What follows belongs to an exercise in optimizing a design on an open flow for small area and a short achievable clock period; a production flow would make more cautious choices. Only simulation tests tie the RTL to the original design; equivalence was not proved. Power and IR drop assume default switching activity.

File: design/flow/flow/run.sh
#!/bin/bash
# Own flow: the standard synthesis (standard.sh synth, unchanged), then the combinational
# logic between the registers is mapped again by ABC for area (registers, their names and cell
# types kept as the standard synthesis made them), then the standard layout steps.
# Each tool's full output goes to a log file of its own in the work folder.
set -euo pipefail
cd "$(dirname "$0")/.."
WORK=$PWD
RES=$WORK/orfs/results/${FLOW_PLATFORM:-sky130hd}/PPU_gen2/base
LIB=$FLOW_HOME/platforms/sky130hd/lib/sky130_fd_sc_hd__tt_025C_1v80.lib

bash standard.sh synth > flow_synth.log 2>&1
cp $RES/1_2_yosys.v $WORK/standard_synth.v

# the register cell types of the standard netlist stay black boxes that ABC cannot touch
SEQ=$(grep -oE '^\s*sky130_fd_sc_hd__(df|edf|sdf|dl)[a-z0-9_]+' $WORK/standard_synth.v | sort -u | tr -d ' ' | tr '\n' ' ')
cat > $WORK/remap.ys <<EOF
read_liberty -ignore_miss_func $LIB
blackbox $SEQ sky130_fd_sc_hd__conb_1
read_verilog $WORK/standard_synth.v
hierarchy -check -top $FLOW_TOP
setattr -set keep 1 t:sky130_fd_sc_hd__df* t:sky130_fd_sc_hd__edf* t:sky130_fd_sc_hd__sdf* t:sky130_fd_sc_hd__dl*
flatten
rename -hide w:*.*
opt -purge
abc -liberty $LIB -dont_use sky130_fd_sc_hd__probe_p_8 -dont_use sky130_fd_sc_hd__probec_p_8 -dont_use sky130_fd_sc_hd__lpflow_bleeder_1 -dont_use sky130_fd_sc_hd__lpflow_clkbufkapwr_1 -dont_use sky130_fd_sc_hd__lpflow_clkbufkapwr_16 -dont_use sky130_fd_sc_hd__lpflow_clkbufkapwr_2 -dont_use sky130_fd_sc_hd__lpflow_clkbufkapwr_4 -dont_use sky130_fd_sc_hd__lpflow_clkbufkapwr_8 -dont_use sky130_fd_sc_hd__lpflow_clkinvkapwr_1 -dont_use sky130_fd_sc_hd__lpflow_clkinvkapwr_16 -dont_use sky130_fd_sc_hd__lpflow_clkinvkapwr_2 -dont_use sky130_fd_sc_hd__lpflow_clkinvkapwr_4 -dont_use sky130_fd_sc_hd__lpflow_clkinvkapwr_8 -dont_use sky130_fd_sc_hd__lpflow_decapkapwr_12 -dont_use sky130_fd_sc_hd__lpflow_decapkapwr_3 -dont_use sky130_fd_sc_hd__lpflow_decapkapwr_4 -dont_use sky130_fd_sc_hd__lpflow_decapkapwr_6 -dont_use sky130_fd_sc_hd__lpflow_decapkapwr_8 -dont_use sky130_fd_sc_hd__lpflow_inputiso0n_1 -dont_use sky130_fd_sc_hd__lpflow_inputiso0p_1 -dont_use sky130_fd_sc_hd__lpflow_inputiso1n_1 -dont_use sky130_fd_sc_hd__lpflow_inputiso1p_1 -dont_use sky130_fd_sc_hd__lpflow_inputisolatch_1 -dont_use sky130_fd_sc_hd__lpflow_isobufsrc_1 -dont_use sky130_fd_sc_hd__lpflow_isobufsrc_16 -dont_use sky130_fd_sc_hd__lpflow_isobufsrc_2 -dont_use sky130_fd_sc_hd__lpflow_isobufsrc_4 -dont_use sky130_fd_sc_hd__lpflow_isobufsrc_8 -dont_use sky130_fd_sc_hd__lpflow_isobufsrckapwr_16 -dont_use sky130_fd_sc_hd__lpflow_lsbuf_lh_hl_isowell_tap_1 -dont_use sky130_fd_sc_hd__lpflow_lsbuf_lh_hl_isowell_tap_2 -dont_use sky130_fd_sc_hd__lpflow_lsbuf_lh_hl_isowell_tap_4 -dont_use sky130_fd_sc_hd__lpflow_lsbuf_lh_isowell_4 -dont_use sky130_fd_sc_hd__lpflow_lsbuf_lh_isowell_tap_1 -dont_use sky130_fd_sc_hd__lpflow_lsbuf_lh_isowell_tap_2 -dont_use sky130_fd_sc_hd__lpflow_lsbuf_lh_isowell_tap_4 -dont_use sky130_fd_sc_hd__fill_1 -dont_use sky130_fd_sc_hd__fill_2 -dont_use sky130_fd_sc_hd__fill_4 -dont_use sky130_fd_sc_hd__fill_8
opt_clean -purge
hilomap -singleton -hicell sky130_fd_sc_hd__conb_1 HI -locell sky130_fd_sc_hd__conb_1 LO
insbuf -buf sky130_fd_sc_hd__buf_4 A X
splitnets
opt_clean -purge
rename -enumerate -pattern remap_% w:\$* c:\$*
tee -o $WORK/remap_stat.txt stat -liberty $LIB
write_verilog -noattr -nohex -nodec $WORK/remapped.v
EOF
yosys -s $WORK/remap.ys > flow_remap.log 2>&1
cat > $WORK/remap_check.ys <<EOF
read_liberty -lib $LIB
read_verilog $WORK/remapped.v
hierarchy -check -top $FLOW_TOP
check -assert -mapped
EOF
yosys -s $WORK/remap_check.ys > flow_remap_check.log 2>&1

# the registers must be the standard synthesis's, by name and cell type
grep -oE '^\s*sky130_fd_sc_hd__(df|edf|sdf|dl)[a-z0-9_]+\s+\S+' $WORK/standard_synth.v | awk '{print $1, $2}' | sort > $WORK/regs_standard.txt
grep -oE '^\s*sky130_fd_sc_hd__(df|edf|sdf|dl)[a-z0-9_]+\s+\S+' $WORK/remapped.v | awk '{print $1, $2}' | sort > $WORK/regs_remapped.txt
cmp $WORK/regs_standard.txt $WORK/regs_remapped.txt

# the layout steps read the remapped netlist in place of the standard one
cp $WORK/remapped.v $RES/1_2_yosys.v
rm -f $RES/1_synth.odb
bash standard.sh finish > flow_layout.log 2>&1
File: design/flow/standard.sh
#!/bin/bash
# synth_recipe.tcl (not shown) runs the flow's synth.tcl, then flattens the netlist and writes it again
# the make line also repeats each setting of config.mk as NAME=value (left out here)
make -C /OpenROAD-flow-scripts/flow DESIGN_CONFIG=/design/flow/config.mk WORK_HOME=/design/flow/orfs CLKGATE_MAP_FILE= SYNTH_SCRIPT=/design/flow/synth_recipe.tcl "${@:-finish}"
File: design/flow/config.mk
export PLATFORM = sky130hd
export DESIGN_NAME = PPU_gen2
export DESIGN_NICKNAME = PPU_gen2
export VERILOG_FILES = /design/flow/design.v
export SDC_FILE = /design/flow/constraint.sdc
export NUM_CORES = 4
export LEC_CHECK = 0
export CAP_MARGIN = 20
export CORE_MARGIN = 2
export CORE_UTILIZATION = 40
export CTS_BUF_LIST = sky130_fd_sc_hd__clkbuf_8
export CTS_CLUSTER_DIAMETER = 60
export CTS_CLUSTER_SIZE = 16
export SETUP_SLACK_MARGIN = 5
export SLEW_MARGIN = 20
File: design/flow/constraint.sdc
create_clock -name core_clock -period 10.0 [get_ports {clk_in}]
set_input_delay 2.0000 -clock core_clock [delete_from_list [all_inputs] [get_ports {clk_in}]]
set_output_delay 2.0000 -clock core_clock [all_outputs]
set_load 0.01 [all_outputs]
File: design/flow/design.v
`timescale 1ns / 1ps
module PPU_gen2
(
    input wire[1:0] debug_in,
    input wire clk_in,				 
    input wire rst_in,				 
    input wire[2:0] ri_sel_in,		 
    input wire ri_ncs_in,			 
    input wire ri_r_nw_in,			 
    input wire[7:0] ri_d_in,		 
    input wire[7:0] vram_d_in,		 
    output wire[2:0] debug_out,
	output reg vde,
    output reg hsync_out,			 
    output reg vsync_out,			 
    output wire[1:0] r_out,          
    output wire[1:0] g_out,          
    output wire[1:0] b_out,          
    output wire[7:0] ri_d_out,       
    output wire nvbl_out,			 
    output wire[13:0] vram_a_out,	 
    output reg[7:0] vram_d_out,		 
    output reg vram_wr_out			 
);
    reg ri_address_inc;  
    reg next_ri_address_inc;
    reg ri_address_update, next_ri_address_update;   
    reg ri_inc_sel, next_ri_inc_sel;      
    reg ri_v_name, next_ri_v_name;
    reg[4:0] ri_v_tile, next_ri_v_tile;
    reg[2:0] ri_v_fine, next_ri_v_fine;  
    reg ri_h_name, next_ri_h_name;
    reg[2:0] ri_h_fine, next_ri_h_fine;
    reg[4:0] ri_h_tile, next_ri_h_tile;  
    reg ri_background_select, next_ri_background_select;   
    reg[7:0] ri_cpu_data_out, next_ri_cpu_data_out;  
    reg ri_sprite_height, next_ri_sprite_height;     
    reg ri_sprite_select, next_ri_sprite_select;     
    reg ri_vblank, next_ri_vblank;   
    reg ri_byte_sel, next_ri_byte_sel;   
    reg[7:0] ri_read_buf, next_ri_read_buf;     
    reg ri_read_buf_update, next_ri_read_buf_update;     
    reg[7:0] ri_oam_address, next_ri_oam_address;    
    reg ri_prev_ncs;     
    reg ri_prev_vblank;  
    reg[7:0] ri_oam_d;   
    reg ri_oam_wr;   
    reg ri_bg_enable, next_ri_bg_enable;    
    reg ri_spr_enable, next_ri_spr_enable;   
    reg ri_bg_clip_enable, next_ri_bg_clip_enable;  
    reg ri_spr_clip_enable, next_ri_spr_clip_enable;     
    reg ri_nmi_enable, next_ri_nmi_enable;   
    reg ri_pram_wr;  
    wire horiz_advance;
    wire vram_pal;       
    wire vblank;     
    wire ri_spr0_hit;
    wire ri_spr_overflow;
    wire[7:0] ri_oam_q;
    wire[7:0] ri_pram_q;
    assign debug_out = {ri_spr0_hit, ri_spr_enable, ri_bg_enable};
    always @(posedge clk_in or posedge rst_in)
    begin
        if (rst_in)
        begin
            ri_v_fine <= 3'h0;
            ri_v_tile <= 5'h00;
            ri_v_name <= 1'h0;
            ri_h_fine <= 3'h0;
            ri_h_tile <= 5'h00;
            ri_h_name <= 1'h0;
            ri_background_select <= 1'h0;
            ri_cpu_data_out <= 8'h00;
            ri_address_update <= 1'h0;
            ri_nmi_enable <= 1'h0;
            ri_sprite_height <= 1'h0;
            ri_sprite_select <= 1'h0;
            ri_inc_sel <= 1'h0;
            ri_spr_enable <= 1'h0;
            ri_bg_enable <= 1'h0;
            ri_spr_clip_enable <= 1'h0;
            ri_bg_clip_enable <= 1'h0;
            ri_vblank <= 1'h0;
            ri_byte_sel <= 1'h0;
            ri_read_buf <= 8'h00;
            ri_read_buf_update <= 1'h0;
            ri_oam_address <= 8'h00;
            ri_prev_ncs <= 1'h1;
            ri_prev_vblank <= 1'h0;
            ri_address_inc <= 1'b0;
        end
        else if(horiz_advance)
        begin
            ri_v_fine            <= next_ri_v_fine;
            ri_v_tile            <= next_ri_v_tile;
            ri_v_name             <= next_ri_v_name;
            ri_h_fine            <= next_ri_h_fine;
            ri_h_tile           <= next_ri_h_tile;
            ri_h_name             <= next_ri_h_name;
            ri_background_select             <= next_ri_background_select;
            ri_cpu_data_out     <= next_ri_cpu_data_out;
            ri_address_update <= next_ri_address_update;
            ri_nmi_enable       <= next_ri_nmi_enable;
            ri_sprite_height         <= next_ri_sprite_height;
            ri_sprite_select    <= next_ri_sprite_select;
            ri_inc_sel     <= next_ri_inc_sel;
            ri_spr_enable        <= next_ri_spr_enable;
            ri_bg_enable         <= next_ri_bg_enable;
            ri_spr_clip_enable   <= next_ri_spr_clip_enable;
            ri_bg_clip_enable    <= next_ri_bg_clip_enable;
            ri_vblank        <= next_ri_vblank;
            ri_byte_sel      <= next_ri_byte_sel;
            ri_read_buf        <= next_ri_read_buf;
            ri_read_buf_update        <= next_ri_read_buf_update;
            ri_oam_address     <= next_ri_oam_address;
            ri_prev_ncs        <= ri_ncs_in;
            ri_prev_vblank     <= vblank;
            ri_address_inc <= next_ri_address_inc;
        end
    end
    always @(*)
    begin
        next_ri_v_fine = ri_v_fine;
        next_ri_v_tile          = ri_v_tile;
        next_ri_v_name           = ri_v_name;
        next_ri_h_fine          = ri_h_fine;
        next_ri_h_tile          = ri_h_tile;
        next_ri_h_name           = ri_h_name;
        next_ri_background_select           = ri_background_select;
        next_ri_cpu_data_out   = ri_cpu_data_out;
        next_ri_nmi_enable     = ri_nmi_enable;
        next_ri_sprite_height       = ri_sprite_height;
        next_ri_sprite_select  = ri_sprite_select;
        next_ri_inc_sel   = ri_inc_sel;
        next_ri_spr_enable      = ri_spr_enable;
        next_ri_bg_enable       = ri_bg_enable;
        next_ri_spr_clip_enable = ri_spr_clip_enable;
        next_ri_bg_clip_enable  = ri_bg_clip_enable;
        next_ri_byte_sel    = ri_byte_sel;
        next_ri_oam_address   = ri_oam_address;
        vram_wr_out = 1'b0;
        vram_d_out  = 8'h00;
        ri_pram_wr = 1'b0;
        next_ri_address_inc = 1'b0;
        ri_oam_d  = 8'h00;
        ri_oam_wr = 1'b0;
        next_ri_read_buf_update = 1'b0;
        next_ri_address_update = 1'b0;
        next_ri_read_buf = (ri_read_buf_update) ? vram_d_in : ri_read_buf;
        if(~ri_prev_vblank & vblank)
            next_ri_vblank = 1'b1;
        else if(~vblank)
            next_ri_vblank = 1'b0;
        else
            next_ri_vblank = ri_vblank;
        if (ri_prev_ncs & ~ri_ncs_in)
        begin
            if (ri_r_nw_in)
            begin
                case (ri_sel_in)
                    3'h2:   
                    begin
                        next_ri_cpu_data_out = {ri_vblank, ri_spr0_hit, ri_spr_overflow, 5'b00000};
                        next_ri_byte_sel = 1'b0;
                        next_ri_vblank = 1'b0;
                    end
                    3'h4:   
                    begin
                        next_ri_cpu_data_out = ri_oam_q;
                    end
                    3'h7:   
                    begin
                        next_ri_cpu_data_out  = vram_pal ? ri_pram_q : ri_read_buf;
                        next_ri_read_buf_update = 1'b1;
                        next_ri_address_inc = 1'b1;
                    end
                    default: ;
                endcase
            end
            else
            begin
                case (ri_sel_in)
                    3'h0:   
                    begin
                        next_ri_nmi_enable = ri_d_in[7];
                        next_ri_sprite_height = ri_d_in[5];
                        next_ri_background_select = ri_d_in[4];
                        next_ri_sprite_select = ri_d_in[3];
                        next_ri_inc_sel  = ri_d_in[2];
                        next_ri_v_name = ri_d_in[1];
                        next_ri_h_name = ri_d_in[0];
                    end
                    3'h1:   
                    begin
                        next_ri_spr_enable = ri_d_in[4];
                        next_ri_bg_enable = ri_d_in[3];
                        next_ri_spr_clip_enable = ~ri_d_in[2];
                        next_ri_bg_clip_enable = ~ri_d_in[1];
                    end
                    3'h3:   
                    begin
                        next_ri_oam_address = ri_d_in;
                    end
                    3'h4:   
                    begin
                        ri_oam_d = ri_d_in;
                        ri_oam_wr = 1'b1;
                        next_ri_oam_address = ri_oam_address + 8'h01;
                    end
                    3'h5:   
                    begin
                        next_ri_byte_sel = ~ri_byte_sel;
                        if (~ri_byte_sel)
                        begin
                            next_ri_h_fine = ri_d_in[2:0];
                            next_ri_h_tile = ri_d_in[7:3];
                        end
                        else
                        begin
                            next_ri_v_fine = ri_d_in[2:0];
                            next_ri_v_tile = ri_d_in[7:3];
                        end
                    end
                    3'h6:   
                    begin
                        next_ri_byte_sel = ~ri_byte_sel;
                        if (~ri_byte_sel)
                        begin
                            next_ri_v_fine = {1'b0, ri_d_in[5:4]};
                            next_ri_v_name = ri_d_in[3];
                            next_ri_h_name = ri_d_in[2];
                            next_ri_v_tile[4:3] = ri_d_in[1:0];
                        end
                        else
                        begin
                            next_ri_v_tile[2:0] = ri_d_in[7:5];
                            next_ri_h_tile = ri_d_in[4:0];
                            next_ri_address_update = 1'b1;
                        end
                    end
                    3'h7:   
                    begin
                        if (vram_pal)
                            ri_pram_wr = 1'b1;
                        else
                            vram_wr_out = 1'b1;
                        vram_d_out = ri_d_in;
                        next_ri_address_inc = 1'b1;
                    end
                    default: ;
                endcase
            end
        end
    end
    assign ri_d_out = (~ri_ncs_in & ri_r_nw_in) ? ri_cpu_data_out : 8'h00;
    wire ri_spr_enable_nx = horiz_advance ? next_ri_spr_enable : ri_spr_enable;
    wire ri_bg_enable_nx = horiz_advance ? next_ri_bg_enable : ri_bg_enable;
    wire ri_background_select_nx = horiz_advance ? next_ri_background_select : ri_background_select;
    wire[7:0] ri_oam_address_nx = horiz_advance ? next_ri_oam_address : ri_oam_address;
    reg[9:0] vesa_col;	 
    reg[9:0] vesa_line;	 
    reg active_rows;
    reg active_render_area;
    reg active_draw_area;
    reg HSYNC;
    reg VSYNC;
    reg[2:0] horiz_scaler;
    wire col_last = (vesa_col == 10'd799);
    wire[9:0] vesa_col_nx = col_last ? 10'h00 : vesa_col + 10'h01;
    wire[9:0] vesa_line_nx = col_last ? ((vesa_line == 10'd524) ? 10'h00 : vesa_line + 10'h01) : vesa_line;
    wire active_rows_nx = (vesa_line == 10'h00) ? 1'b1 : (vesa_line == 10'd480) ? 1'b0 : active_rows;
    wire active_render_nx = (active_rows && vesa_col == 10'd777) ? 1'b1 : (vesa_col == 10'd637) ? 1'b0 : active_render_area;
    wire active_draw_nx = (active_rows && col_last) ? 1'b1 : (vesa_col == 10'd639) ? 1'b0 : active_draw_area;
    wire[2:0] horiz_scaler_nx = (horiz_scaler == 3'b100) ? 3'b000 : horiz_scaler + 3'b001;
    wire vblank_nx = ~(active_rows_nx | active_draw_nx);
    reg vblank_r;
    reg horiz_advance_r;
    always @(posedge clk_in or posedge rst_in)
    begin
        if(rst_in)
        begin
            vesa_col <= 0;
            vesa_line <= 0;
            active_rows <= 0;
            active_render_area <= 0;
            active_draw_area <= 0;
            horiz_scaler <= 0;
            HSYNC <= 1'b0;
            VSYNC <= 1'b0;
            vblank_r <= 1'b1;
            horiz_advance_r <= 1'b1;
        end
        else
        begin
            vesa_col <= vesa_col_nx;
            vesa_line <= vesa_line_nx;
            active_rows <= active_rows_nx;
            active_render_area <= active_render_nx;
            active_draw_area <= active_draw_nx;
            horiz_scaler <= horiz_scaler_nx;
            vblank_r <= vblank_nx;
            horiz_advance_r <= (horiz_scaler_nx == 3'b000) | (horiz_scaler_nx == 3'b010);
            if(vesa_col <= 10'd751 && vesa_col >= 10'd656)
                HSYNC <= 1'b0;
            else
                HSYNC <= 1'b1;
            if(vesa_line == 10'd491 || vesa_line == 10'd492)
                VSYNC <= 1'b0;
            else
                VSYNC <= 1'b1;
        end
    end
    assign horiz_advance = horiz_advance_r;
    assign vblank = vblank_r;    
    assign nvbl_out = ~(ri_vblank & ri_nmi_enable);
    reg[7:0] NES_col;
    reg[7:0] NES_row;
    reg vert_scaler;
    reg prev_active_rows;
    always @(posedge clk_in or posedge rst_in)
    begin
        if(rst_in)
        begin
            NES_col <= 0;
            NES_row <= 0;
            vert_scaler <= 0;
            prev_active_rows <= 1'b0;
        end
        else if(horiz_advance)
        begin
            if(active_render_area)
            begin
                NES_col <= NES_col + 8'd01;
                if(NES_col == 8'd255)
                begin
                    vert_scaler <= ~vert_scaler;
                    if(vert_scaler)
                    begin
                        if(NES_row == 8'd239)
                            NES_row <= 8'h00;
                        else
                            NES_row <= NES_row + 8'h01;
                    end
                end
            end
            else if(active_rows)
            begin
                NES_col <= 8'h00;
            end
            else
            begin
                NES_col <= 8'h00;
                NES_row <= 8'h00;
                vert_scaler <= 1'b0;
            end
            prev_active_rows <= active_rows;
        end
    end
    wire[7:0] NES_col_nx = ~horiz_advance ? NES_col : active_render_area ? NES_col + 8'd01 : 8'h00;
    reg v_name, next_v_name;     
    reg h_name, next_h_name;     
    reg[4:0] v_tile, next_v_tile;    
    reg[4:0] h_tile, next_h_tile;    
    reg[2:0] v_fine, next_v_fine;    
    reg[7:0] picture_address, next_picture_address;  
    reg[1:0] tile_attribute, next_tile_attribute;    
    reg[7:0] pattern_data0, next_pattern_data0;      
    reg[8:0] bg_shift3, next_bg_shift3;      
    reg[8:0] bg_shift2, next_bg_shift2;      
    reg[15:0] bg_shift1, next_bg_shift1;     
    reg[15:0] bg_shift0, next_bg_shift0;     
    reg[13:0] bg_vram_a;
    always @(posedge clk_in or posedge rst_in)
    begin
        if (rst_in)
        begin
            v_fine <= 3'h0;
            v_tile <= 5'h00;
            v_name <= 1'h0;
            h_tile <= 5'h00;
            h_name <= 1'h0;
            picture_address <= 8'h00;
            tile_attribute <= 2'h0;
            pattern_data0 <= 8'h00;
            bg_shift3 <= 9'h000;
            bg_shift2 <= 9'h000;
            bg_shift1 <= 16'h0000;
            bg_shift0 <= 16'h0000;
        end
        else if(horiz_advance)
        begin
            v_fine <= next_v_fine;
            v_tile <= next_v_tile;
            v_name <= next_v_name;
            h_tile <= next_h_tile;
            h_name <= next_h_name;
            picture_address <= next_picture_address;
            tile_attribute <= next_tile_attribute;
            pattern_data0 <= next_pattern_data0;
            bg_shift3 <= next_bg_shift3;
            bg_shift2 <= next_bg_shift2;
            bg_shift1 <= next_bg_shift1;
            bg_shift0 <= next_bg_shift0;
        end
    end
    reg update_v_count;  
    reg update_h_count;  
    reg inc_v_count;     
    reg inc_h_count;     
    always @(*)
    begin
        next_v_fine = v_fine;
        next_v_name = v_name;
        next_h_name  = h_name;
        next_v_tile = v_tile;
        next_h_tile = h_tile;
        if(ri_address_inc)
        begin
            if(ri_inc_sel)
                {next_v_fine, next_v_name, next_h_name, next_v_tile} = {v_fine, v_name, h_name, v_tile} + 10'h001;
            else
                {next_v_fine, next_v_name, next_h_name, next_v_tile, next_h_tile} = {v_fine, v_name, h_name, v_tile, h_tile} + 15'h0001;
        end
        else
        begin
            if(inc_v_count)
            begin
                if(v_fine == 3'b111 && v_tile == 5'b11101)
                begin
                    next_v_name = ~v_name;
                    next_v_tile = 5'h00;
                    next_v_fine = 3'h0;
                end
                else
                begin
                    {next_v_tile, next_v_fine} = {v_tile, v_fine} + 8'h01;
                end
            end
            if(inc_h_count)
            begin
                {next_h_name, next_h_tile} = {h_name, h_tile} + 6'h01;
            end
            if(update_v_count || ri_address_update)
            begin
                next_v_name  = ri_v_name;
                next_v_tile = ri_v_tile;
                next_v_fine = ri_v_fine;
            end
            if(update_h_count || ri_address_update)
            begin
                next_h_name  = ri_h_name;
                next_h_tile = ri_h_tile;
            end
        end
    end
    always @(*)
    begin
        next_picture_address = picture_address;
        next_tile_attribute = tile_attribute;
        next_pattern_data0 = pattern_data0;
        next_bg_shift3 = bg_shift3;
        next_bg_shift2 = bg_shift2;
        next_bg_shift1 = bg_shift1;
        next_bg_shift0 = bg_shift0;
        update_v_count = 1'b0;
        inc_v_count = 1'b0;
        update_h_count = 1'b0;
        inc_h_count = 1'b0;
        bg_vram_a = {v_fine[1:0], v_name, h_name, v_tile, h_tile};
        if(ri_bg_enable && active_rows && ~prev_active_rows)
        begin
            update_h_count = 1'b1;
            update_v_count = 1'b1;
        end
        if(ri_bg_enable && active_render_area)
        begin
            if(NES_col == 8'd255)    
            begin
                update_h_count = 1'b1;
                if(vert_scaler)     
                begin
                    if(NES_row == 8'd239)   
                        update_v_count = 1'b1;
                    else
                        inc_v_count = 1'b1;
                end
            end
            else if(NES_col[2:0] == 3'h7)
            begin
                inc_h_count = 1'b1;
            end
            next_bg_shift3 = {bg_shift3[8], bg_shift3[8:1]};
            next_bg_shift2 = {bg_shift2[8], bg_shift2[8:1]};
            next_bg_shift1 = {1'b0, bg_shift1[15:1]};
            next_bg_shift0 = {1'b0, bg_shift0[15:1]};
            if(NES_col[2:0] == 3'h7)
            begin
                next_bg_shift3[8]  = tile_attribute[1];
                next_bg_shift2[8]  = tile_attribute[0];
                next_bg_shift1[15] = vram_d_in[0];
                next_bg_shift1[14] = vram_d_in[1];
                next_bg_shift1[13] = vram_d_in[2];
                next_bg_shift1[12] = vram_d_in[3];
                next_bg_shift1[11] = vram_d_in[4];
                next_bg_shift1[10] = vram_d_in[5];
                next_bg_shift1[9] = vram_d_in[6];
                next_bg_shift1[8] = vram_d_in[7];
                next_bg_shift0[15] = pattern_data0[0];
                next_bg_shift0[14] = pattern_data0[1];
                next_bg_shift0[13] = pattern_data0[2];
                next_bg_shift0[12] = pattern_data0[3];
                next_bg_shift0[11] = pattern_data0[4];
                next_bg_shift0[10] = pattern_data0[5];
                next_bg_shift0[9] = pattern_data0[6];
                next_bg_shift0[8] = pattern_data0[7];
            end
            case (NES_col[2:0])
            3'd0:
                bg_vram_a = {2'b10, v_name, h_name, v_tile, h_tile};
            3'd1:
            begin
                bg_vram_a = {2'b10, v_name, h_name, v_tile, h_tile};
                next_picture_address = vram_d_in;
            end
            3'd2:
                bg_vram_a = {2'b10, v_name, h_name, 4'b1111, v_tile[4:2], h_tile[4:2]};
            3'd3:
            begin
                bg_vram_a = {2'b10, v_name, h_name, 4'b1111, v_tile[4:2], h_tile[4:2]};
                next_tile_attribute = vram_d_in >> {v_tile[1], h_tile[1], 1'b0};
            end
            3'd4:
                bg_vram_a = {1'b0, ri_background_select, picture_address, 1'b0, v_fine};
            3'd5:
            begin
                bg_vram_a = {1'b0, ri_background_select, picture_address, 1'b0, v_fine};
                next_pattern_data0 = vram_d_in;
            end
            3'd6:
                bg_vram_a = {1'b0, ri_background_select, picture_address, 1'b1, v_fine};
            3'd7:
            begin
                bg_vram_a = {1'b0, ri_background_select, picture_address, 1'b1, v_fine};
            end
            endcase
        end
    end
    wire v_name_nx = horiz_advance ? next_v_name : v_name;
    wire h_name_nx = horiz_advance ? next_h_name : h_name;
    wire[4:0] v_tile_nx = horiz_advance ? next_v_tile : v_tile;
    wire[4:0] h_tile_nx = horiz_advance ? next_h_tile : h_tile;
    wire[2:0] v_fine_nx = horiz_advance ? next_v_fine : v_fine;
    wire[7:0] picture_address_nx = horiz_advance ? next_picture_address : picture_address;
    reg[13:0] bg_vram_a_nx;
    always @(*)
    begin
        bg_vram_a_nx = {v_fine_nx[1:0], v_name_nx, h_name_nx, v_tile_nx, h_tile_nx};
        if(ri_bg_enable_nx && active_render_nx)
        begin
            case (NES_col_nx[2:1])
            2'd0: bg_vram_a_nx = {2'b10, v_name_nx, h_name_nx, v_tile_nx, h_tile_nx};
            2'd1: bg_vram_a_nx = {2'b10, v_name_nx, h_name_nx, 4'b1111, v_tile_nx[4:2], h_tile_nx[4:2]};
            2'd2: bg_vram_a_nx = {1'b0, ri_background_select_nx, picture_address_nx, 1'b0, v_fine_nx};
            2'd3: bg_vram_a_nx = {1'b0, ri_background_select_nx, picture_address_nx, 1'b1, v_fine_nx};
            endcase
        end
    end
    wire clip;
    wire clip_area;
    wire[3:0] bg_palette_index;
    assign clip_area = (NES_col < 8'd16) & (|NES_col[7:3]);  
    assign clip = ri_bg_clip_enable && clip_area;
    assign bg_palette_index = (~clip & ri_bg_enable & debug_in[0]) ? {bg_shift3[ri_h_fine], bg_shift2[ri_h_fine], bg_shift1[ri_h_fine], bg_shift0[ri_h_fine]} : 4'h0;
    wire[7:0] OAM_d;
    reg[7:0] OAM_q;
    wire OAM_wren;
    reg[7:0] m_OAM[255:0];
    reg[15:0] OAM_sel_hi;
    reg[15:0] OAM_sel_lo;
    reg[7:0] OAM_grp[15:0];
    reg[7:0] OAM_rd;
    integer oi, oj;
    always @(*)
    begin
        for(oi = 0; oi < 16; oi = oi + 1)
        begin
            OAM_grp[oi] = 8'h00;
            for(oj = 0; oj < 16; oj = oj + 1)
                OAM_grp[oi] = OAM_grp[oi] | (m_OAM[oi * 16 + oj] & {8{OAM_sel_lo[oj]}});
        end
        OAM_rd = 8'h00;
        for(oi = 0; oi < 16; oi = oi + 1)
            OAM_rd = OAM_rd | (OAM_grp[oi] & {8{OAM_sel_hi[oi]}});
    end
    wire[15:0] OAM_wr_hi = OAM_sel_hi & {16{OAM_wren}};
    always @(posedge clk_in)
    begin
        OAM_q <= OAM_wren ? OAM_d : OAM_rd;
        for(oi = 0; oi < 256; oi = oi + 1)
            if(OAM_wr_hi[oi >> 4] & OAM_sel_lo[oi & 15])
                m_OAM[oi] <= OAM_d;
    end
    wire[4:0] sec_OAM_a;
    wire[7:0] sec_OAM_d;
    wire[7:0] sec_OAM_q;
    wire sec_OAM_wren;
    reg[3:0] m_sec_y[7:0];
    reg[7:0] m_sec_tile[7:0];
    reg[4:0] m_sec_attr[7:0];
    reg[7:0] m_sec_x[7:0];
    reg[4:0] sec_attr_q;
    always @(posedge clk_in)
    begin
        if(sec_OAM_wren)
        begin
            case(sec_OAM_a[1:0])
                2'b00: m_sec_y[sec_OAM_a[4:2]] <= sec_OAM_d[3:0];
                2'b01: m_sec_tile[sec_OAM_a[4:2]] <= sec_OAM_d;
                2'b10: m_sec_attr[sec_OAM_a[4:2]] <= {sec_OAM_d[7:5], sec_OAM_d[1:0]};
                2'b11: m_sec_x[sec_OAM_a[4:2]] <= sec_OAM_d;
            endcase
        end
    end
    always @(*)
        sec_attr_q = m_sec_attr[sec_OAM_a[4:2]];
    assign sec_OAM_q = (sec_OAM_a[1:0] == 2'b00) ? {4'h0, m_sec_y[sec_OAM_a[4:2]]} :
                       (sec_OAM_a[1:0] == 2'b01) ? m_sec_tile[sec_OAM_a[4:2]] :
                       (sec_OAM_a[1:0] == 2'b10) ? {sec_attr_q[4:2], 3'b000, sec_attr_q[1:0]} :
                       m_sec_x[sec_OAM_a[4:2]];
    reg[3:0] state;
    localparam[3:0]
		S_IDLE = 4'h0,
		S_CLEAR = 4'h1,
		S_EVALUATE = 4'h2,
		S_EVALUATE_NOP = 4'h3,
		S_LOAD_NOP = 4'h4,
		S_LOAD_REGS = 4'h5,
		S_FETCH_NOP = 4'h6,
		S_FETCH_PATTERN_LOW = 4'h7,
		S_FETCH_PATTERN_HIGH = 4'h8;
    reg[7:0] OAM_address;
    reg[5:0] sec_OAM_address;
    reg gate_sec_OAM;
    reg sec_OAM_write;
    reg[12:0] spr_vram_a;
    reg[3:0] spr_row;
    reg spr_v_invert;
    reg spr_h_invert;
    reg spr_primary_exists;  
    reg sprite_overflow;
    reg[1:0] spr_timer;
    reg[7:0] OAM_address_nx;
    reg[12:0] spr_vram_a_nx;
    wire[8:0] spr_y_compare;
    wire spr_in_range;
    wire spr_timer_nz;
    assign spr_y_compare = NES_row + ~OAM_q + {7'h0, vert_scaler};
    assign sec_OAM_d = ((sec_OAM_address[1:0] == 2'b00) ? spr_y_compare[7:0] : OAM_q) | {8{~gate_sec_OAM}};   
    assign spr_in_range = (~|spr_y_compare[8:4]) & (~spr_y_compare[3] | ri_sprite_height);
    assign spr_timer_nz = |spr_timer;
    assign sec_OAM_wren = sec_OAM_write;
    assign sec_OAM_a = sec_OAM_address[4:0];
    wire OAM_cpu_nx = vblank_nx | ~ri_spr_enable_nx;
    reg OAM_cpu_r;
    wire[7:0] OAM_a_nx = OAM_cpu_nx ? ri_oam_address_nx : OAM_address_nx;
    always @(posedge clk_in or posedge rst_in)
    begin
        if(rst_in)
        begin
            OAM_cpu_r <= 1'b1;
            OAM_sel_hi <= 16'h0001;
            OAM_sel_lo <= 16'h0001;
        end
        else
        begin
            OAM_cpu_r <= OAM_cpu_nx;
            OAM_sel_hi <= 16'h0001 << OAM_a_nx[7:4];
            OAM_sel_lo <= 16'h0001 << OAM_a_nx[3:0];
        end
    end
    assign OAM_wren = OAM_cpu_r ? ri_oam_wr : 1'b0;
    assign OAM_d = ri_d_in;     
    assign ri_oam_q = OAM_q;
    assign ri_spr_overflow = sprite_overflow;
    always @(posedge clk_in or posedge rst_in)
    begin
        if(rst_in)
        begin
            state <= S_IDLE;
            OAM_address <= 8'h00;
            sec_OAM_address <= 6'h00;
            gate_sec_OAM <= 1'b0;
            sec_OAM_write <= 1'b0;
            spr_vram_a <= 13'h0000;
            sprite_overflow <= 1'b0;
            spr_timer <= 2'b00;
        end
        else
        begin
            OAM_address <= OAM_address_nx;
            spr_vram_a <= spr_vram_a_nx;
            if(active_rows && ~prev_active_rows)
                sprite_overflow <= 1'b0;
            if(spr_timer_nz)
                spr_timer <= spr_timer - 2'b01;
            case(state)
                S_IDLE:
                begin
                    sec_OAM_address <= 6'h00;
                    gate_sec_OAM <= 1'b0;
                    sec_OAM_write <= 1'b0;
                    if(active_render_area & ri_spr_enable)
                    begin
                        sec_OAM_write <= 1'b1;
                        state <= S_CLEAR;
                    end
                end
                S_CLEAR:
                begin
                    sec_OAM_address[4:0] <= sec_OAM_address[4:0] + 5'h01;
                    if(&sec_OAM_address[4:0])
                    begin
                        gate_sec_OAM <= 1'b1;
                        state <= S_EVALUATE;
                    end
                end
                S_EVALUATE:
                begin
                    sec_OAM_write <= 1'b0;
                    state <= S_EVALUATE_NOP;
                    if(spr_in_range | (|sec_OAM_address[1:0]))    
                    begin
                        sec_OAM_address <= sec_OAM_address[4:0] + 5'h01;
                    end
                    else     
                    begin
                    end
                    if(sec_OAM_address[5] && spr_in_range)
                    begin
                        sec_OAM_address <= 6'h00;
                        sprite_overflow <= 1'b1;
                        state <= S_LOAD_NOP;
                    end
                end
                S_EVALUATE_NOP:
                begin
                    sec_OAM_write <= ~sec_OAM_address[5];    
                    state <= S_EVALUATE;
                    if(OAM_address == 8'h00)     
                    begin
                        sec_OAM_write <= 1'b0;
                        sec_OAM_address <= 6'h00;
                        state <= S_LOAD_NOP;
                    end
                end
                S_LOAD_NOP:
                begin
                    if(~active_render_area)    
                        state <= S_LOAD_REGS;
                end
                S_LOAD_REGS:
                begin
                    case(sec_OAM_address[1:0])
                        2'b00:
                        begin
                            sec_OAM_address <= sec_OAM_address + 5'h01;
                            state <= S_LOAD_NOP;
                        end
                        2'b01:
                        begin
                            sec_OAM_address <= sec_OAM_address + 5'h01;
                            state <= S_LOAD_NOP;
                        end
                        2'b10:
                        begin
                            sec_OAM_address <= sec_OAM_address + 5'h01;
                            state <= S_LOAD_NOP;
                        end
                        2'b11:
                        begin
                            state <= S_FETCH_PATTERN_LOW;
                        end
                    endcase
                    spr_timer <= 2'h3;
                end
                S_FETCH_PATTERN_LOW:
                begin
                    if(~spr_timer_nz)
                    begin
                        spr_timer <= 2'h3;
                        state <= S_FETCH_PATTERN_HIGH;
                    end
                end
                S_FETCH_PATTERN_HIGH:
                begin
                    if(~spr_timer_nz)
                    begin
                        sec_OAM_address <= sec_OAM_address + 5'h01;
                        if(&sec_OAM_address[4:2])
                            state <= S_IDLE;
                        else
                            state <= S_LOAD_NOP;
                    end
                end
                default: ;
            endcase
        end
    end
    always @(*)
    begin
        OAM_address_nx = OAM_address;
        spr_vram_a_nx = spr_vram_a;
        case(state)
            S_IDLE:
                OAM_address_nx = 8'h00;
            S_EVALUATE:
                OAM_address_nx = (spr_in_range | (|sec_OAM_address[1:0])) ? OAM_address + 8'h01 : OAM_address + 8'h04;
            S_LOAD_REGS:
            begin
                case(sec_OAM_address[1:0])
                    2'b01:
                    begin
                        if(ri_sprite_height)
                            spr_vram_a_nx[12:5] = {sec_OAM_q[0], sec_OAM_q[7:1]};
                        else
                            spr_vram_a_nx[12:4] = {ri_sprite_select, sec_OAM_q[7:0]};
                    end
                    2'b11:
                    begin
                        if(ri_sprite_height)
                            spr_vram_a_nx[4] = spr_v_invert ^ spr_row[3];
                        spr_vram_a_nx[2:0] = {3{spr_v_invert}} ^ spr_row[2:0];
                    end
                    default: ;
                endcase
                spr_vram_a_nx[3] = 1'b0;
            end
            S_FETCH_PATTERN_LOW:
                if(~spr_timer_nz)
                    spr_vram_a_nx[3] = 1'b1;
            default: ;
        endcase
    end
    wire spr_shift_area = active_render_area & (|NES_row[7:0]);
    wire spr_fetch_low = (state == S_FETCH_PATTERN_LOW) & ~spr_timer_nz;
    wire spr_fetch_high = (state == S_FETCH_PATTERN_HIGH) & ~spr_timer_nz;
    wire spr_load_regs = (state == S_LOAD_REGS);
    wire[7:0] spr_pattern = spr_h_invert ? vram_d_in : {vram_d_in[0], vram_d_in[1], vram_d_in[2], vram_d_in[3], vram_d_in[4], vram_d_in[5], vram_d_in[6], vram_d_in[7]};
    wire[7:0] spr_bit_low;       
    wire[7:0] spr_bit_high;      
    wire[7:0] spr_pal0;          
    wire[7:0] spr_pal1;          
    wire[7:0] spr_prio;          
    genvar gk;
    generate
        for(gk = 0; gk < 8; gk = gk + 1)
        begin : g_spr
            reg[7:0] low_hi;     
            reg[7:0] low_lo;     
            reg[7:0] high_hi;    
            reg[7:0] high_lo;    
            reg[7:0] col;        
            reg[5:0] attr;       
            wire sel_k = (sec_OAM_address[4:2] == gk);
            wire shift_k = spr_shift_area & horiz_advance & ~(|col);
            always @(posedge clk_in or posedge rst_in)
            begin
                if(rst_in)
                begin
                    low_hi <= 8'h00;
                    high_hi <= 8'h00;
                end
                else
                begin
                    if(spr_fetch_low & sel_k)
                        low_hi <= spr_pattern;
                    else if(shift_k)
                        low_hi <= {1'b0, low_hi[7:1]};
                    if(spr_fetch_high & sel_k)
                        high_hi <= spr_pattern;
                    else if(shift_k)
                        high_hi <= {1'b0, high_hi[7:1]};
                end
            end
            always @(posedge clk_in)
            begin
                if(~spr_shift_area)
                begin
                    low_lo <= 8'h00;
                    high_lo <= 8'h00;
                end
                else if(shift_k)
                begin
                    low_lo <= {low_hi[0], low_lo[7:1]};
                    high_lo <= {high_hi[0], high_lo[7:1]};
                end
                if(spr_load_regs & (sec_OAM_address[1:0] == 2'b11) & sel_k)
                    col <= sec_OAM_q;    
                else if(spr_shift_area & horiz_advance & (|col))
                    col <= col - 8'h01;
                if(spr_load_regs & (sec_OAM_address[1:0] == 2'b10) & sel_k)
                    attr <= sec_OAM_q[5:0];    
            end
            assign spr_bit_low[gk] = low_lo[0];
            assign spr_bit_high[gk] = high_lo[0];
            assign spr_pal0[gk] = attr[0];
            assign spr_pal1[gk] = attr[1];
            assign spr_prio[gk] = attr[5];
        end
    endgenerate
    always @(posedge clk_in)
    begin
        if(spr_load_regs & (sec_OAM_address[1:0] == 2'b00))
            spr_row <= sec_OAM_q[3:0];   
        if(spr_load_regs & (sec_OAM_address[1:0] == 2'b10))
        begin
            spr_v_invert <= sec_OAM_q[7];
            spr_h_invert <= sec_OAM_q[6];
        end
        if((state == S_EVALUATE) & ~(|sec_OAM_address[5:2]))
            spr_primary_exists <= spr_in_range | (|sec_OAM_address[1:0]);
    end
    wire[3:0] spr_palette_index;
    wire spr_priority;
    wire spr_primary;
    assign spr_palette_index = (!(ri_spr_enable & debug_in[1]) || (ri_spr_clip_enable & clip_area)) ? 4'h0 : 
        (spr_bit_high[0] | spr_bit_low[0]) ? {spr_pal1[0], spr_pal0[0], spr_bit_high[0], spr_bit_low[0]} : 
        (spr_bit_high[1] | spr_bit_low[1]) ? {spr_pal1[1], spr_pal0[1], spr_bit_high[1], spr_bit_low[1]} : 
        (spr_bit_high[2] | spr_bit_low[2]) ? {spr_pal1[2], spr_pal0[2], spr_bit_high[2], spr_bit_low[2]} : 
        (spr_bit_high[3] | spr_bit_low[3]) ? {spr_pal1[3], spr_pal0[3], spr_bit_high[3], spr_bit_low[3]} : 
        (spr_bit_high[4] | spr_bit_low[4]) ? {spr_pal1[4], spr_pal0[4], spr_bit_high[4], spr_bit_low[4]} : 
        (spr_bit_high[5] | spr_bit_low[5]) ? {spr_pal1[5], spr_pal0[5], spr_bit_high[5], spr_bit_low[5]} : 
        (spr_bit_high[6] | spr_bit_low[6]) ? {spr_pal1[6], spr_pal0[6], spr_bit_high[6], spr_bit_low[6]} : 
        (spr_bit_high[7] | spr_bit_low[7]) ? {spr_pal1[7], spr_pal0[7], spr_bit_high[7], spr_bit_low[7]} : 4'h0;
    assign spr_priority = (!(ri_spr_enable & debug_in[1]) || (ri_spr_clip_enable & clip_area)) ? 1'b0 : 
        (spr_bit_high[0] | spr_bit_low[0]) ? spr_prio[0] : 
        (spr_bit_high[1] | spr_bit_low[1]) ? spr_prio[1] : 
        (spr_bit_high[2] | spr_bit_low[2]) ? spr_prio[2] : 
        (spr_bit_high[3] | spr_bit_low[3]) ? spr_prio[3] : 
        (spr_bit_high[4] | spr_bit_low[4]) ? spr_prio[4] : 
        (spr_bit_high[5] | spr_bit_low[5]) ? spr_prio[5] : 
        (spr_bit_high[6] | spr_bit_low[6]) ? spr_prio[6] : 
        (spr_bit_high[7] | spr_bit_low[7]) ? spr_prio[7] : 1'b0;
    assign spr_primary = (!(ri_spr_enable & debug_in[1]) || (ri_spr_clip_enable & clip_area)) ? 1'b0 : 
        (spr_bit_high[0] | spr_bit_low[0]) ? spr_primary_exists : 1'b0;
    reg[5:0] palette_ram [31:0];   
    reg[4:0] pram_a_hold;    
    wire[5:0] pram_q;
    wire[4:0] pram_a;    
    wire[4:0] pram_address;  
    reg pram_cpu_r;
    always @(posedge clk_in or posedge rst_in)
    begin
        if(rst_in)
            pram_cpu_r <= 1'b1;
        else
            pram_cpu_r <= vblank_nx | ~(ri_spr_enable_nx | ri_bg_enable_nx);
    end
    assign pram_a = pram_cpu_r ? ((vram_a_out[4:0] & 5'h03) ? (vram_a_out[4:0]) : (vram_a_out[4:0] & 5'h0f)) : (pram_address);
    always @(posedge clk_in)
    begin
        pram_a_hold <= pram_a;
        if(ri_pram_wr && !(pram_a[4] && pram_a[1:0] == 2'b00))
            palette_ram[pram_a] <= ri_d_in[5:0];     
    end
    assign pram_q = (pram_a_hold[4] && pram_a_hold[1:0] == 2'b00) ? 6'h00 : palette_ram[pram_a_hold];
    assign ri_pram_q = {2'b00, pram_q};
    reg[5:0] rgb_reg;
    reg[5:0] rgb_buf;
    reg spr0_hit;
    wire spr_foreground;
    wire spr_trans;
    wire bg_trans;
    assign spr_foreground  = ~spr_priority;
    assign spr_trans       = ~(|spr_palette_index[1:0]);
    assign bg_trans        = ~(|bg_palette_index[1:0]);
    assign ri_spr0_hit = spr0_hit;
    always @(posedge clk_in or posedge rst_in)
    begin
        if (rst_in)
            spr0_hit <= 1'b0;
        else
        begin
            if(active_rows & ~prev_active_rows)
                spr0_hit <= 1'b0;
            else if(spr_primary && !spr_trans && !bg_trans)
                spr0_hit <= 1'b1;
        end
    end
    assign pram_address = ((spr_foreground || bg_trans) && !spr_trans) ? {1'b1, spr_palette_index} : (!bg_trans) ? {1'b0, bg_palette_index} : 5'h00;
    always @(posedge clk_in)
    begin
    	 case (pram_q)
            6'h00: rgb_reg <= 6'o25;
            6'h01: rgb_reg <= 6'o02;
            6'h02: rgb_reg <= 6'o03;
            6'h03: rgb_reg <= 6'o22;
            6'h04: rgb_reg <= 6'o41;
            6'h05: rgb_reg <= 6'o42;
            6'h06: rgb_reg <= 6'o44;
            6'h07: rgb_reg <= 6'o45;
            6'h08: rgb_reg <= 6'o24;
            6'h09: rgb_reg <= 6'o04;
            6'h0a: rgb_reg <= 6'o10;
            6'h0b: rgb_reg <= 6'o10;
            6'h0c: rgb_reg <= 6'o05;
            6'h0d: rgb_reg <= 6'o00;
            6'h0e: rgb_reg <= 6'o00;
            6'h0f: rgb_reg <= 6'o00;
            6'h10: rgb_reg <= 6'o52;
            6'h11: rgb_reg <= 6'o13;
            6'h12: rgb_reg <= 6'o07;
            6'h13: rgb_reg <= 6'o23;
            6'h14: rgb_reg <= 6'o43;
            6'h15: rgb_reg <= 6'o62;
            6'h16: rgb_reg <= 6'o60;
            6'h17: rgb_reg <= 6'o64;
            6'h18: rgb_reg <= 6'o44;
            6'h19: rgb_reg <= 6'o30;
            6'h1a: rgb_reg <= 6'o10;
            6'h1b: rgb_reg <= 6'o11;
            6'h1c: rgb_reg <= 6'o12;
            6'h1d: rgb_reg <= 6'o00;
            6'h1e: rgb_reg <= 6'o00;
            6'h1f: rgb_reg <= 6'o00;
            6'h20: rgb_reg <= 6'o77;
            6'h21: rgb_reg <= 6'o37;
            6'h22: rgb_reg <= 6'o33;
            6'h23: rgb_reg <= 6'o67;
            6'h24: rgb_reg <= 6'o63;
            6'h25: rgb_reg <= 6'o73;
            6'h26: rgb_reg <= 6'o70;
            6'h27: rgb_reg <= 6'o71;
            6'h28: rgb_reg <= 6'o74;
            6'h29: rgb_reg <= 6'o54;
            6'h2a: rgb_reg <= 6'o14;
            6'h2b: rgb_reg <= 6'o37;
            6'h2c: rgb_reg <= 6'o17;
            6'h2d: rgb_reg <= 6'o25;
            6'h2e: rgb_reg <= 6'o00;
            6'h2f: rgb_reg <= 6'o00;
            6'h30: rgb_reg <= 6'o77;
            6'h31: rgb_reg <= 6'o57;
            6'h32: rgb_reg <= 6'o53;
            6'h33: rgb_reg <= 6'o66;
            6'h34: rgb_reg <= 6'o46;
            6'h35: rgb_reg <= 6'o72;
            6'h36: rgb_reg <= 6'o74;
            6'h37: rgb_reg <= 6'o75;
            6'h38: rgb_reg <= 6'o76;
            6'h39: rgb_reg <= 6'o55;
            6'h3a: rgb_reg <= 6'o35;
            6'h3b: rgb_reg <= 6'o37;
            6'h3c: rgb_reg <= 6'o57;
            6'h3d: rgb_reg <= 6'o52;
            6'h3e: rgb_reg <= 6'o00;
            6'h3f: rgb_reg <= 6'o00;
        endcase
    end
    always @(posedge clk_in or posedge rst_in)
    begin
        if(rst_in)
        begin
            rgb_buf <= 6'h00;
			vde <= 1'b0;
            hsync_out <= 1'b0;
            vsync_out <= 1'b0;
        end
        else
        begin
            if(~active_draw_area | (~ri_spr_enable & ~ri_bg_enable))
                rgb_buf <= 6'h00;
            else
                rgb_buf <= rgb_reg;
			vde <= active_draw_area;
            hsync_out <= HSYNC;
            vsync_out <= VSYNC;
        end
    end
    assign {r_out, g_out, b_out} = rgb_buf;
    reg[13:0] vram_a_r;
    always @(posedge clk_in or posedge rst_in)
    begin
        if(rst_in)
            vram_a_r <= 14'h0000;
        else
            vram_a_r <= (ri_spr_enable_nx && ~active_render_nx && ~vblank_nx) ? {1'b0, spr_vram_a_nx} : bg_vram_a_nx;
    end
    assign vram_a_out = vram_a_r;
    assign vram_pal = (vram_a_r[13:8] == 6'h3F);
endmodule
==> results of run 1 <==
==> stage by stage <==
stage               worst slack (ns)  total power (W)
global route                    5.00           0.0242
global placement                4.03           0.0172
finish                          4.96           0.0235
detailed placement              3.95           0.0172
CTS                             5.00           0.0235
floorplan                       5.02           0.0157
==> power by group <==
part	switching, W	total [W]	internal, W
Clock	0.00407	0.00645	0.00238
Sequential	0.000291	0.0142	0.0139
Combinational	0.00202	0.00286	0.000834
Total	0.00638	0.0235	0.0171
==> layout by cell type, fill, tap and decap left out, types with 18 or more instances in the layout <==
| master | instances |
|---|---|
| buf_4 | 168 |
| mux2_1 | 49 |
| inv_1 | 80 |
| mux2i_1 | 37 |
| mux4_2 | 18 |
| dfxtp_1 | 145 |
| a21oi_1 | 382 |
| a222oi_1 | 442 |
| dfrtp_1 | 389 |
| clkdlybuf4s50_1 | 39 |
| nor2b_1 | 42 |
| nand3_1 | 174 |
| clkbuf_8 | 232 |
| xor2_1 | 23 |
| nor2_1 | 608 |
| o22ai_1 | 82 |
| clkinv_1 | 54 |
| a22oi_1 | 412 |
| a22o_1 | 32 |
| edfxtp_1 | 2511 |
| o211ai_1 | 36 |
| a31oi_1 | 43 |
| nor3_1 | 96 |
| nand2_1 | 576 |
| xnor2_1 | 32 |
| nor4_1 | 24 |
| o21ai_0 | 361 |
| a221oi_1 | 57 |
| nand4_1 | 148 |
| o31ai_1 | 18 |
| and3_1 | 299 |
| nand2b_1 | 45 |
| and2_0 | 59 |
==> cell type report <==
class / count / area, sq um / area share [%]
clock buffer: 231 / 3180 / 2.51
antenna: 9 / 22.5 / 0.0178
sequential: 3069 / 88700 / 70.1
clock inverter: 113 / 774 / 0.612
inverter: 52 / 221 / 0.175
tap: 3781 / 4730 / 3.74
timing repair buffer: 250 / 2220 / 1.76
multi-input combinational: 4331 / 26700 / 21.1
==> routing by layer <==
| metal | vias to the layer above | global-route usage (%) | routed length [um] |
|---|---|---|---|
| met5 | - | 0 | 200 |
| met4 | 10 | 6.38 | 10100 |
| met3 | 601 | 4.55 | 41300 |
| met2 | 5105 | 35.1 | 158000 |
| met1 | 38200 | 33.6 | 140000 |
| li1 | 31477 | - | - |
==> repair_timing <==
item                                    CTS  global route
pin swaps                                 3             2
resized for setup                        55             7
cloned                                    2             0
endpoints found under the setup margin   17            28
setup buffers                             7             2
==> critical path, stage by stage, from the launching register on <==
cell	delay, ns
dfrtp_4	0.70
buf_12	0.30
buf_4	0.43
a222oi_1	0.54
nand4_1	0.26
o21ai_0	0.58
nand3_1	0.46
a2111oi_0	0.87
nand4_1	0.35
o22a_1	0.25
==> worst paths after layout <==
| path | start | endpoint | slack (ns) | cells past startpoint |
|---|---|---|---|---|
| hold reg to reg | HSYNC | hsync_out | 0.36 | 0 |
| setup / recovery | OAM_sel_lo[15] | OAM_q[4] | 4.96 | 9 |
| max in group asynchronous | rst_in | sec_OAM_write | 6.47 | 4 |
| setup reg to reg | OAM_sel_lo[15] | OAM_q[4] | 4.96 | 9 |
| min in group asynchronous | rst_in | rgb_buf[0] | 1.43 | 2 |
| hold / removal | HSYNC | hsync_out | 0.36 | 0 |
==> run_results.csv, run 1 <==
group,metric,value,unit
route,wl,349,mm
place,io_buffer_count,68,
job,maxCapViolCount,0,
power_and_ir_drop,power-per-cell-area,186,nW/um^2
global_routing,first_global_vias,70862,
critical_path,cp_data_required_time,10.89,ns
die,floorplan.initialDensity,40.1,%
cells_and_area,largestRegisters,"m_OAM (2048), palette_ram (168)",
sta,timing_hold_violations_final,0,
place,dpl-instance-area,122000,sq um
route,drt-pass1-iter-count,15,
clock_tree,cts.root.buffer_cell,"clkbuf_8",
sta,tightestPinTransition,1.19,ns
global_routing,globalRouteTotalUtil,23.0,%
clock_tree,cts_inserted_buffers,227,
critical_path,timing_worst_setup_path_type,"reg2reg",
global_routing,grt_pass1_wl,505,mm
power_and_ir_drop,worst_ir_drop_vdd,116,uV
route,drt-initial-drc-count,13214,
global_routing,antenna_found_initial,16,
sta,max_slew_margin,19.4,%
clock_tree,clk_path_buf_depth,4,
yosys,post_synth_design_cell_area,115000,sq um
sta,fin_worst_skew,0.162,ns
cells_and_area,fillers,25276,
clock_tree,tritoncts,"yes",
power_and_ir_drop,total_leakage_power,42.6,nW
sta,report.final.slew_viol_count,0,
die,die_y,541,um
cells_and_area,final_util,44.0,%
clock_tree,clkSinkCount,3069,
route,post-route-drc-count,0,
clock_tree,h-tree-depth,4,
sta,finalSetupTns,0,ns
place,dpl.cell_count,11469,
route,antenna_left,0,
place,detailed_place_hpwl,212,mm
clock_tree,clock_insertion_delay_worst_skew,1.08,ns
sta,grt_setup_unrepaired,"no",
clock_tree,postCtsHoldBufs,0,
die,fp.dieW,541,um
global_routing,grt_remaining_overflow,0,
status,run_status,"finished clean",
cells_and_area,fin_nets,7956,
route,vias,75393,
critical_path,critical_path.endpoint_type,"flop",
die,core.rowCount,197,
yosys,yosysWarnings,3,
min_path,hp-class,"reg2reg",
cells_and_area,areaGrowthSynthToFinish,9.69,%
die,die_area,293000,sq um
cells_and_area,finalInstanceArea,127000,sq um
clock_tree,clk_pin_slew_worst_paths,0.10,ns
route,via_per_inst,6.37,
yosys,mappedNetlistNets,7478,
yosys,syn_avg_cell_area,15.5,sq um
die,core_region_area,287000,sq um
critical_path,path_max_fanout,76,
cells_and_area,final_layout_size_suffix_gt1_share,6.62,%
sta,period_needed,5.04,ns
yosys,postSynthCellCount,7453,
sta,setup_viol_count_final,0,
place,routabilityCongestion,0.926,
global_routing,maximum_number_of_pins_on_one_net_before_global_route_repair,155,
sta,timing.fmax,198,MHz
route,routed_wire_length_per_instance,29.5,um
sta,final.period_utilization,50.4,%
critical_path,worst_ep_arrival_time,5.94,ns
cells_and_area,largest_register_ffs,2048,
die,design.portCount,69,
sta,worst_hold_slack,0.364,ns
cells_and_area,largest_register,"m_OAM",
critical_path,start_kind,"flop",
cells_and_area,layout.cells.non_filler,11836,
==> run 2: changes to the inputs <==
--- a/design/flow/flow/run.sh
+++ b/design/flow/flow/run.sh
@@ -50,4 +50,4 @@
 # the layout steps read the remapped netlist in place of the standard one
 cp $WORK/remapped.v $RES/1_2_yosys.v
 rm -f $RES/1_synth.odb
-bash standard.sh finish > flow_layout.log 2>&1
+bash standard.sh "BUFFER_PORTS_ARGS=-buffer_cell sky130_fd_sc_hd__buf_4" finish > flow_layout.log 2>&1
--- a/design/flow/config.mk
+++ b/design/flow/config.mk
@@ -5,11 +5,11 @@
 export SDC_FILE = /design/flow/constraint.sdc
 export NUM_CORES = 4
 export LEC_CHECK = 0
-export CAP_MARGIN = 20
+export CAP_MARGIN = 10
 export CORE_MARGIN = 2
 export CORE_UTILIZATION = 40
 export CTS_BUF_LIST = sky130_fd_sc_hd__clkbuf_8
 export CTS_CLUSTER_DIAMETER = 60
 export CTS_CLUSTER_SIZE = 16
 export SETUP_SLACK_MARGIN = 5
-export SLEW_MARGIN = 20
+export SLEW_MARGIN = 10
==> run 2 against run 1 <==
Compared with the run above:
- utilization fell by 0.17 points
- clock power down 3%
- synthesized cell count did not move
- critical endpoint is now OAM_q[3]
- count of clock-buffer cells in the layout up 3
- first-iteration DRC count down 2.1%
- die area is the same
- wire length decreased by 1.1%
- register-to-register slack improved by 0.13 ns
- hold slack improved by 0.046 ns
- sequential power is essentially flat
- power down 0.80%
==> run_results.csv, run 2 <==
group,metric,value,unit
clock_tree,clk_path_buf_depth,4,
die,floorplan.initialDensity,40.1,%
cells_and_area,layout_commonest_cell,"edfxtp_1",
power_and_ir_drop,worst_ir_drop_vdd,118,uV
sta,timing.fmax,203,MHz
place,io_buffer_count,68,
route,routed_wire_length_per_instance,29.2,um
cells_and_area,areaGrowthSynthToFinish,9.27,%
sta,timing_hold_violations_final,0,
die,core.rowCount,197,
critical_path,path_max_fanout,43,
route,drt-initial-drc-count,12932,
yosys,postSynthCellCount,7453,
cells_and_area,fin_nets,7936,
critical_path,critical_path.endpoint_type,"flop",
route,drt-pass1-iter-count,12,
sta,final.period_utilization,49.2,%
cells_and_area,largestRegisters,"m_OAM (2048), palette_ram (168)",
job,maxCapViolCount,0,
route,via_per_inst,6.33,
global_routing,grt_remaining_overflow,0,
route,vias,74754,
cells_and_area,final_util,43.9,%
sta,tightestPinTransition,1.27,ns
cells_and_area,layout.cells.non_filler,11811,
die,core_region_area,287000,sq um
yosys,syn_avg_cell_area,15.5,sq um
die,die_area,293000,sq um
critical_path,timing_worst_setup_path_type,"reg2reg",
die,die_y,541,um
sta,fin_worst_skew,0.180,ns
place,detailed_place_hpwl,208,mm
critical_path,rr_startpoint,"OAM_sel_lo[10]",
global_routing,grt_pass1_wl,499,mm
critical_path,cp_data_required_time,10.90,ns
clock_tree,tritoncts,"yes",
critical_path,r2r.worst_path.cells,9,
clock_tree,clock_insertion_delay_worst_skew,1.10,ns
cells_and_area,mostFrequentLayoutCells,"2,511 x edfxtp_1, 610 x nor2_1, 579 x nand2_1, 442 x a222oi_1, 412 x a22oi_1",
min_path,hp-start,"rgb_reg[5]",
power_and_ir_drop,power-per-cell-area,185,nW/um^2
cells_and_area,largest_register_ffs,2048,
place,dpl.cell_count,11464,
sta,finalSetupTns,0,ns
clock_tree,cts_inserted_buffers,225,
clock_tree,post_cts_buffers,0,
critical_path,worst_ep_arrival_time,5.82,ns
global_routing,first_global_vias,70747,
sta,max_slew_margin,15.0,%
die,design.portCount,69,
global_routing,maximum_number_of_pins_on_one_net_before_global_route_repair,186,
die,fp.dieW,541,um
min_path,hp-class,"reg2reg",
min_path,holdPathStages,1,
sta,report.final.slew_viol_count,0,
global_routing,antenna_found_initial,11,
clock_tree,cts.root.buffer_cell,"clkbuf_8",
sta,grt_setup_unrepaired,"no",
sta,period_needed,4.92,ns
clock_tree,clk_pin_slew_worst_paths,0.11,ns
sta,setup_viol_count_final,0,
cells_and_area,final_layout_size_suffix_gt1_share,6.96,%
clock_tree,postCtsHoldBufs,0,
yosys,post_synth_design_cell_area,115000,sq um
critical_path,crit_startpoint,"OAM_sel_lo[10]",
power_and_ir_drop,total_leakage_power,42.4,nW
clock_tree,clkSinkCount,3069,
clock_tree,h-tree-depth,4,
place,routabilityCongestion,0.908,
route,wl,345,mm
route,antenna_left,0,
yosys,yosysWarnings,3,
global_routing,globalRouteTotalUtil,22.8,%
status,run_status,"finished clean",
critical_path,start_kind,"flop",
cells_and_area,largest_register,"m_OAM",
route,post-route-drc-count,0,
cells_and_area,fillers,25345,
yosys,mappedNetlistNets,7478,
run 2: metal layers:
layer  track usage [%]  vias to the layer above  share of wire, %
met2              34.9                     4890                45
met3              4.43                      636                12
met5                 0                        -             0.013
li1                  -                    31419                 -
met4              6.86                        6               3.2
met1              32.8                    37803                40
run 2: worst paths after layout:
check	end	slack, ns
worst max-delay path	OAM_q[3]	5.08
worst min-delay path	rgb_buf[5]	0.41
worst max register to register	OAM_q[3]	5.08
worst min register to register	rgb_buf[5]	0.41
max in group asynchronous	OAM_sel_lo[5]	7.40
min in group asynchronous	rgb_buf[5]	1.01
run 2: area by class of cell:
cell class,count,area (sq um),area share (%)
flip-flops and latches,3069,88700,70.4
multi-input cells,4329,26600,21.1
well taps,3781,4730,3.75
clock buffers,234,3220,2.55
repair buffers,234,1980,1.57
clock inverters,104,562,0.446
inverters,52,221,0.176
diodes,8,20.0,0.0159
run 2: timing repair:
item / 4_1_cts / 5_1_grt
setup endpoints to repair: 0 / 13
gates resized for setup: 0 / 3
hold endpoints to repair: 0 / 0
run 2: worst max-delay path, cell delays in order, from the launching register on:
cell and delay, ns:
dfrtp_4 0.72, buf_4 0.45, a22oi_1 0.25, nand3_1 0.12, a221oi_1 0.38, nand4_1 0.27
a222oi_1 1.14, nand4_1 0.59, nor4_2 0.58, a21oi_1 0.16
run 2: through the flow:
stage	power, W	hold slack [ns]	worst slack, ns	instance area [sq um]
2_1_floorplan	0.0157	0.331	5.02	115000
3_3_place_gp	0.0172	0.406	4.45	122000
3_5_place_dp	0.0172	0.399	4.41	122000
4_1_cts	0.0233	0.420	5.04	126000
5_1_grt	0.0240	0.450	5.06	126000
6_report	0.0233	0.410	5.08	126000
run 2: where the power goes:
| part | internal, W | switching [W] | total (W) |
|---|---|---|---|
| Combinational | 0.000824 | 0.00201 | 0.00284 |
| Sequential | 0.0139 | 0.000300 | 0.0142 |
| Clock | 0.00224 | 0.00404 | 0.00627 |
| Total | 0.0170 | 0.00635 | 0.0233 |

## separate check: timing with driven ports
The results above use ideal ports. As a check the final layouts listed here were re-extracted and re-timed, cells and wires unchanged.
Step 1 assumes that a clkbuf_16 drives the clock port and a buf_2 every other input.
Step 2 adds t to the input delays and takes it off the output delays; t is the mean of the earliest and latest rising clock arrival at the registers after step 1. Input paths then give back, and output paths get back, about the clock's delay inside the block.
Three values: ideal, step 1, step 2; two values: the first two.
| run | shift t [ns] | setup slack, ns | clock arrival spread, ns | pins driven straight from the clock port |
|---|---|---|---|---|
| run 1 | 1.095 | 4.955 / 4.955 / 4.253 | 0.205 / 0.205 | 1 |
| run 2 | 1.108 | 5.083 / 5.038 / 4.303 | 0.202 / 0.203 | 1 |
After both steps every run listed still meets setup and hold. For run 2, which loses most, drivers alone change the setup slack by -0.045 ns; drivers and shift together by -0.780 ns.
